This design comes from an exercise in tuning for small area, a short achievable clock period and few clock cycles per item on the open sky130 flow, not from production work. Only simulation tests tie the RTL to the original design; equivalence was not proved. Power is estimated from default activity; no workload was simulated.

==> amber: inputs <==
## multiplier
module multiplier(
	input logic clk,
	input logic rst,
	input logic start_flag,
	input logic[15:0] a,
	input logic[15:0] b,
	output logic[31:0] result,
	output logic status
	);
	logic two2;
	logic y5;
	logic y7;
	logic y9;
	logic y11;
	logic y13;
	logic y15;
	logic y17;
	logic y19;
	logic y21;
	logic y23;
	logic y25;
	logic y27;
	logic y29;
	logic y31;
	logic y33;
	logic y35;
	logic pp37;
	logic pp39;
	logic pp41;
	logic pp43;
	logic pp45;
	logic pp47;
	logic pp49;
	logic pp51;
	logic pp53;
	logic pp55;
	logic pp57;
	logic pp59;
	logic pp61;
	logic pp63;
	logic pp65;
	logic pp67;
	logic pp69;
	logic one71;
	logic two72;
	logic cb73;
	logic y77;
	logic y79;
	logic y81;
	logic y83;
	logic y85;
	logic y87;
	logic y89;
	logic y91;
	logic y93;
	logic y95;
	logic y97;
	logic y99;
	logic y101;
	logic y103;
	logic y105;
	logic y107;
	logic pp109;
	logic pp111;
	logic pp113;
	logic pp115;
	logic pp117;
	logic pp119;
	logic pp121;
	logic pp123;
	logic pp125;
	logic pp127;
	logic pp129;
	logic pp131;
	logic pp133;
	logic pp135;
	logic pp137;
	logic pp139;
	logic pp141;
	logic one143;
	logic two144;
	logic cb145;
	logic y149;
	logic y151;
	logic y153;
	logic y155;
	logic y157;
	logic y159;
	logic y161;
	logic y163;
	logic y165;
	logic y167;
	logic y169;
	logic y171;
	logic y173;
	logic y175;
	logic y177;
	logic y179;
	logic pp181;
	logic pp183;
	logic pp185;
	logic pp187;
	logic pp189;
	logic pp191;
	logic pp193;
	logic pp195;
	logic pp197;
	logic pp199;
	logic pp201;
	logic pp203;
	logic pp205;
	logic pp207;
	logic pp209;
	logic pp211;
	logic pp213;
	logic one215;
	logic two216;
	logic cb217;
	logic y221;
	logic y223;
	logic y225;
	logic y227;
	logic y229;
	logic y231;
	logic y233;
	logic y235;
	logic y237;
	logic y239;
	logic y241;
	logic y243;
	logic y245;
	logic y247;
	logic y249;
	logic y251;
	logic pp253;
	logic pp255;
	logic pp257;
	logic pp259;
	logic pp261;
	logic pp263;
	logic pp265;
	logic pp267;
	logic pp269;
	logic pp271;
	logic pp273;
	logic pp275;
	logic pp277;
	logic pp279;
	logic pp281;
	logic pp283;
	logic pp285;
	logic one287;
	logic two288;
	logic cb289;
	logic y293;
	logic y295;
	logic y297;
	logic y299;
	logic y301;
	logic y303;
	logic y305;
	logic y307;
	logic y309;
	logic y311;
	logic y313;
  ...
Settings: LEC_CHECK=0, CAP_MARGIN=20, CORE_MARGIN=2, CORE_UTILIZATION=70, GPL_TIMING_DRIVEN=1, SETUP_SLACK_MARGIN=0.4, SLEW_MARGIN=20, SYNTH_HIERARCHICAL=1; clock period 4.0 ns.
standard.sh (not shown) runs the stock make flow with config.mk's settings and CLKGATE_MAP_FILE= SYNTH_SCRIPT=/design/flow/synth_recipe.tcl, a recipe that flattens the netlist after the stock synthesis.
==> flow/flow/run.sh <==
#!/bin/bash
set -euo pipefail
cd "$(dirname "$0")/.."
export BUFFER_PORTS_ARGS="-buffer_cell sky130_fd_sc_hd__buf_1"
bash standard.sh > make.log 2>&1
==> inputs of cedar, as changes to amber <==
==> flow/flow/run.sh (replaced) <==
#!/bin/bash
set -euo pipefail
cd "$(dirname "$0")/.."
export BUFFER_PORTS_ARGS="-buffer_cell sky130_fd_sc_hd__buf_2"
bash standard.sh > make.log 2>&1
--- a/flow/config.mk
+++ b/flow/config.mk
@@ -10,2 +10,3 @@
 export CORE_UTILIZATION = 70
+export GPL_ROUTABILITY_DRIVEN = 0
 export GPL_TIMING_DRIVEN = 1
==> inputs of sierra, as changes to amber <==
==> flow/flow/run.sh (replaced) <==
#!/bin/bash
set -euo pipefail
cd "$(dirname "$0")/.."
export BUFFER_PORTS_ARGS="-buffer_cell sky130_fd_sc_hd__buf_2"
bash standard.sh > make.log 2>&1
--- a/flow/config.mk
+++ b/flow/config.mk
@@ -10,4 +10,6 @@
 export CORE_UTILIZATION = 70
+export CTS_BUF_LIST = sky130_fd_sc_hd__clkbuf_4 sky130_fd_sc_hd__clkbuf_8
+export CTS_CLUSTER_SIZE = 30
 export GPL_TIMING_DRIVEN = 1
-export SETUP_SLACK_MARGIN = 0.4
+export SETUP_SLACK_MARGIN = 0.3
 export SLEW_MARGIN = 20
==> inputs of maple, as changes to amber <==
==> flow/flow/run.sh (replaced) <==
#!/bin/bash
set -euo pipefail
cd "$(dirname "$0")/.."
export BUFFER_PORTS_ARGS="-buffer_cell sky130_fd_sc_hd__buf_2"
bash standard.sh > make.log 2>&1
==> summary.md <==
| Metric | Value |
|---|---|
| WHS | `0.194 ns` |
| Clock net power | `0.564 mW` |
| Met3 routed wirelength | `1.61 mm` |
| Routed wl met2 | `8.68 mm` |
| Fin util | `83.4%` |
| DRT met1 WL | `7.49 mm` |
| Max VDD drop | `0.000648 V` |
| Dpl cells | `842` |
| Power per Cell Area | `652 nW/um^2` |
| Status | `complete, no violations` |
# the run above: amber

==> summary.md <==
| Metric | Value |
|---|---|
| Highest-count cells in the layout ignoring fill and taps | `xor2_1, a22o_1, fa_1` |
| Status | `complete, no violations` |
| Met2 Resource Use GR | `53.8%` |
| DRT met1 WL | `7.39 mm` |
| FF+latch count | `58` |
| Dpl cells | `829` |
| Worst min path class | `primary input to asynchronous set/reset pin` |
| Drt first pass iters | `5` |
| Multi-input combinational area share | `73.2%` |
| Top post-synthesis cells by area | `fa_1, xor2_1, dfxtp_1` |
| Clock period minus final worst setup slack | `3.49 ns` |
| Max VDD drop | `0.000731 V` |
| Comb pwr | `3.84 mW` |
| Fin util | `80.9%` |
| Postcts setup bufs | `0` |
# the run above: maple

==> summary.md <==
| Metric | Value |
|---|---|
| Dpl cells | `827` |
| Routed wl met2 | `8.46 mm` |
| Initial antenna violation count | `0` |
| Synth Instances | `625` |
| Cts bufs inserted | `9` |
| WHS | `0.210 ns` |
| Highest-count cells in the layout ignoring fill and taps | `xor2_1, a22o_1, fa_1` |
| Max VDD drop | `0.000820 V` |
| Met3 routed wirelength | `1.05 mm` |
| Clock net power | `0.597 mW` |
| Critical path fanouts, max | `16` |
| DRT met1 WL | `7.76 mm` |
| Status | `complete, no violations` |
# the run above: sierra

==> summary.md <==
| Metric | Value |
|---|---|
| Status | `complete, no violations` |
| Fraction of area in registers | `14.6%` |
| DRT met1 WL | `7.31 mm` |
| Routed wl met2 | `8.48 mm` |
| Max VDD drop | `0.000664 V` |
| Final Setup Violations | `0` |
| Dpl cells | `832` |
| Power per Cell Area | `675 nW/um^2` |
| WHS | `0.221 ns` |
| Port Buffers | `67` |
| Met3 routed wirelength | `1.25 mm` |
| Clock net power | `0.557 mW` |
| Top-count cell post-synth | `xor2_1` |
# the run above: cedar

Testbench counts of amber, summed over its fixed seeds: cycles 1,608, items 1,600.
Testbench counts of cedar, summed over its fixed seeds: cycles 1,608, items 1,600.
Testbench counts of sierra, summed over its fixed seeds: cycles 1,608, items 1,600.
Testbench counts of maple, summed over its fixed seeds: cycles 1,608, items 1,600.

* * *

==> run a <==
multiplier again, from the RTL that the note above started with.
clock: 4.0 ns
lec_check: 0
cap_margin: 20
core_margin: 2
core_utilization: 70
gpl_timing_driven: 1
setup_slack_margin: 0.3
slew_margin: 20
synth_hierarchical: 1
==> flow/flow/run.sh <==
#!/bin/bash
set -euo pipefail
cd "$(dirname "$0")/.."
export BUFFER_PORTS_ARGS="-buffer_cell sky130_fd_sc_hd__buf_2"
bash standard.sh > make.log 2>&1
==> run b: changes against run a <==
Settings changed: PLACE_DENSITY set to 0.8, SETUP_SLACK_MARGIN 0.3 to 0.4.
==> run c: changes against run a <==
Settings changed: SETUP_SLACK_MARGIN 0.3 to 0.5.
==> comparison <==
Sequential power: run b is lower than run c (about 4%).
Critical path depth is the same in run c and run a.
Power: run b < run a < run c.
The highest via count belongs to run c, the lowest to run b.
Between run c and run b, the lower global-route usage is in run b (gap 1.9 points).
Wire length: run b is lower than run a (about 1.7%).
Run a passed the timing, DRC and antenna checks. Run b went through all stages and came out clean. Run c completed with no timing, DRC or antenna violations.
Clock power: run a > run c > run b.
The highest core utilization belongs to run c, the lowest to run a.
The lowest final cell count belongs to run a, the highest to run c.
The highest hold slack belongs to run b, the lowest to run a.
==> figures <==
item                                                             run b        run c        run a
Status                                        timing/DRC/antenna clean  timing/DRC/antenna clean  timing/DRC/antenna clean
Clock buffer instance count of the final layout                     10           13           14
HPWL reported at the end of detailed placement                13900 µm     14000 µm     13700 µm
Clock-cell share of area                                         2.14%        2.29%        2.63%
Pre-CTS WS                                                    0.138 ns     0.146 ns     0.110 ns
Sequential Power Share                                           18.5%        18.1%        18.0%
Number of global-route vias before repair                         5592         5906         5758
Period minus WS final                                          3.49 ns      3.45 ns      3.55 ns
Global-route wire length before repair                        27400 µm     29400 µm     28900 µm
Register cell area after layout                            0.00117 mm²  0.00117 mm²  0.00117 mm²
Part of the total power dissipated in combinational logic        72.3%        72.1%        71.0%
Post-route design area                                     0.00794 mm²  0.00824 mm²  0.00790 mm²
Final core utilization                                           80.9%        83.9%        80.4%
Final routed wirelength across all metal layers               17300 µm     18200 µm     17500 µm
Cell internal pwr                                            0.00293 W    0.00314 W    0.00297 W
Worst Tran Pin Value                                          0.525 ns     0.404 ns     0.561 ns
Via count                                                         5298         5527         5347
Power drawn by the sequential cells                         0.000981 W    0.00102 W   0.000959 W
Area of the multi-input gates                              0.00581 mm²  0.00599 mm²  0.00575 mm²
Fraction of area in registers                                    14.7%        14.2%        14.8%
Setup repair after global routing missed its margin              false         true        false
Fraction of area in multi-input gates                            73.2%        72.7%        72.9%
Testbench counts of run a, summed over its fixed seeds: cycles 1,608, items 1,600.
Testbench counts of run b, summed over its fixed seeds: cycles 1,608, items 1,600.
Testbench counts of run c, summed over its fixed seeds: cycles 1,608, items 1,600.

-- separate check: timing with driven ports --
How much do the figures lean on ideal ports? The routed layouts below were timed once more, with nothing changed but the port constraints.
Step 1 (the two cells are an assumption about what drives the block):
set clk [get_ports {clk}]
set_driving_cell -lib_cell sky130_fd_sc_hd__clkbuf_16 $clk
set_driving_cell -lib_cell sky130_fd_sc_hd__buf_2 [delete_from_list [all_inputs] $clk]
Step 2 times the ports against the registers' clock, not the clock port: input delays grow and output delays shrink by t, the midpoint of the rising clock arrivals with the driver on.
Three values: ideal, step 1, step 2; two values: the first two.
run	t (ns)	setup slack, ns	slew at the worst register clock pin (ns)	worst slew at a driven data input, ns
amber	0.387	0.477 / 0.442 / 0.113	0.08 / 0.08	0.04
cedar	0.381	0.491 / 0.456 / 0.126	0.08 / 0.08	0.04
sierra	0.388	0.397 / 0.411 / 0.023	0.08 / 0.08	0.04
maple	0.394	0.513 / 0.477 / 0.137	0.08 / 0.08	0.03
run a	0.398	0.451 / 0.429 / 0.067	0.08 / 0.08	0.04
run b	0.394	0.513 / 0.477 / 0.137	0.08 / 0.08	0.03
run c	0.395	0.548 / 0.521 / 0.167	0.08 / 0.08	0.04
After both steps every run listed still meets setup and hold. For run a, which loses most, drivers alone change the setup slack by -0.022 ns; drivers and shift together by -0.384 ns.
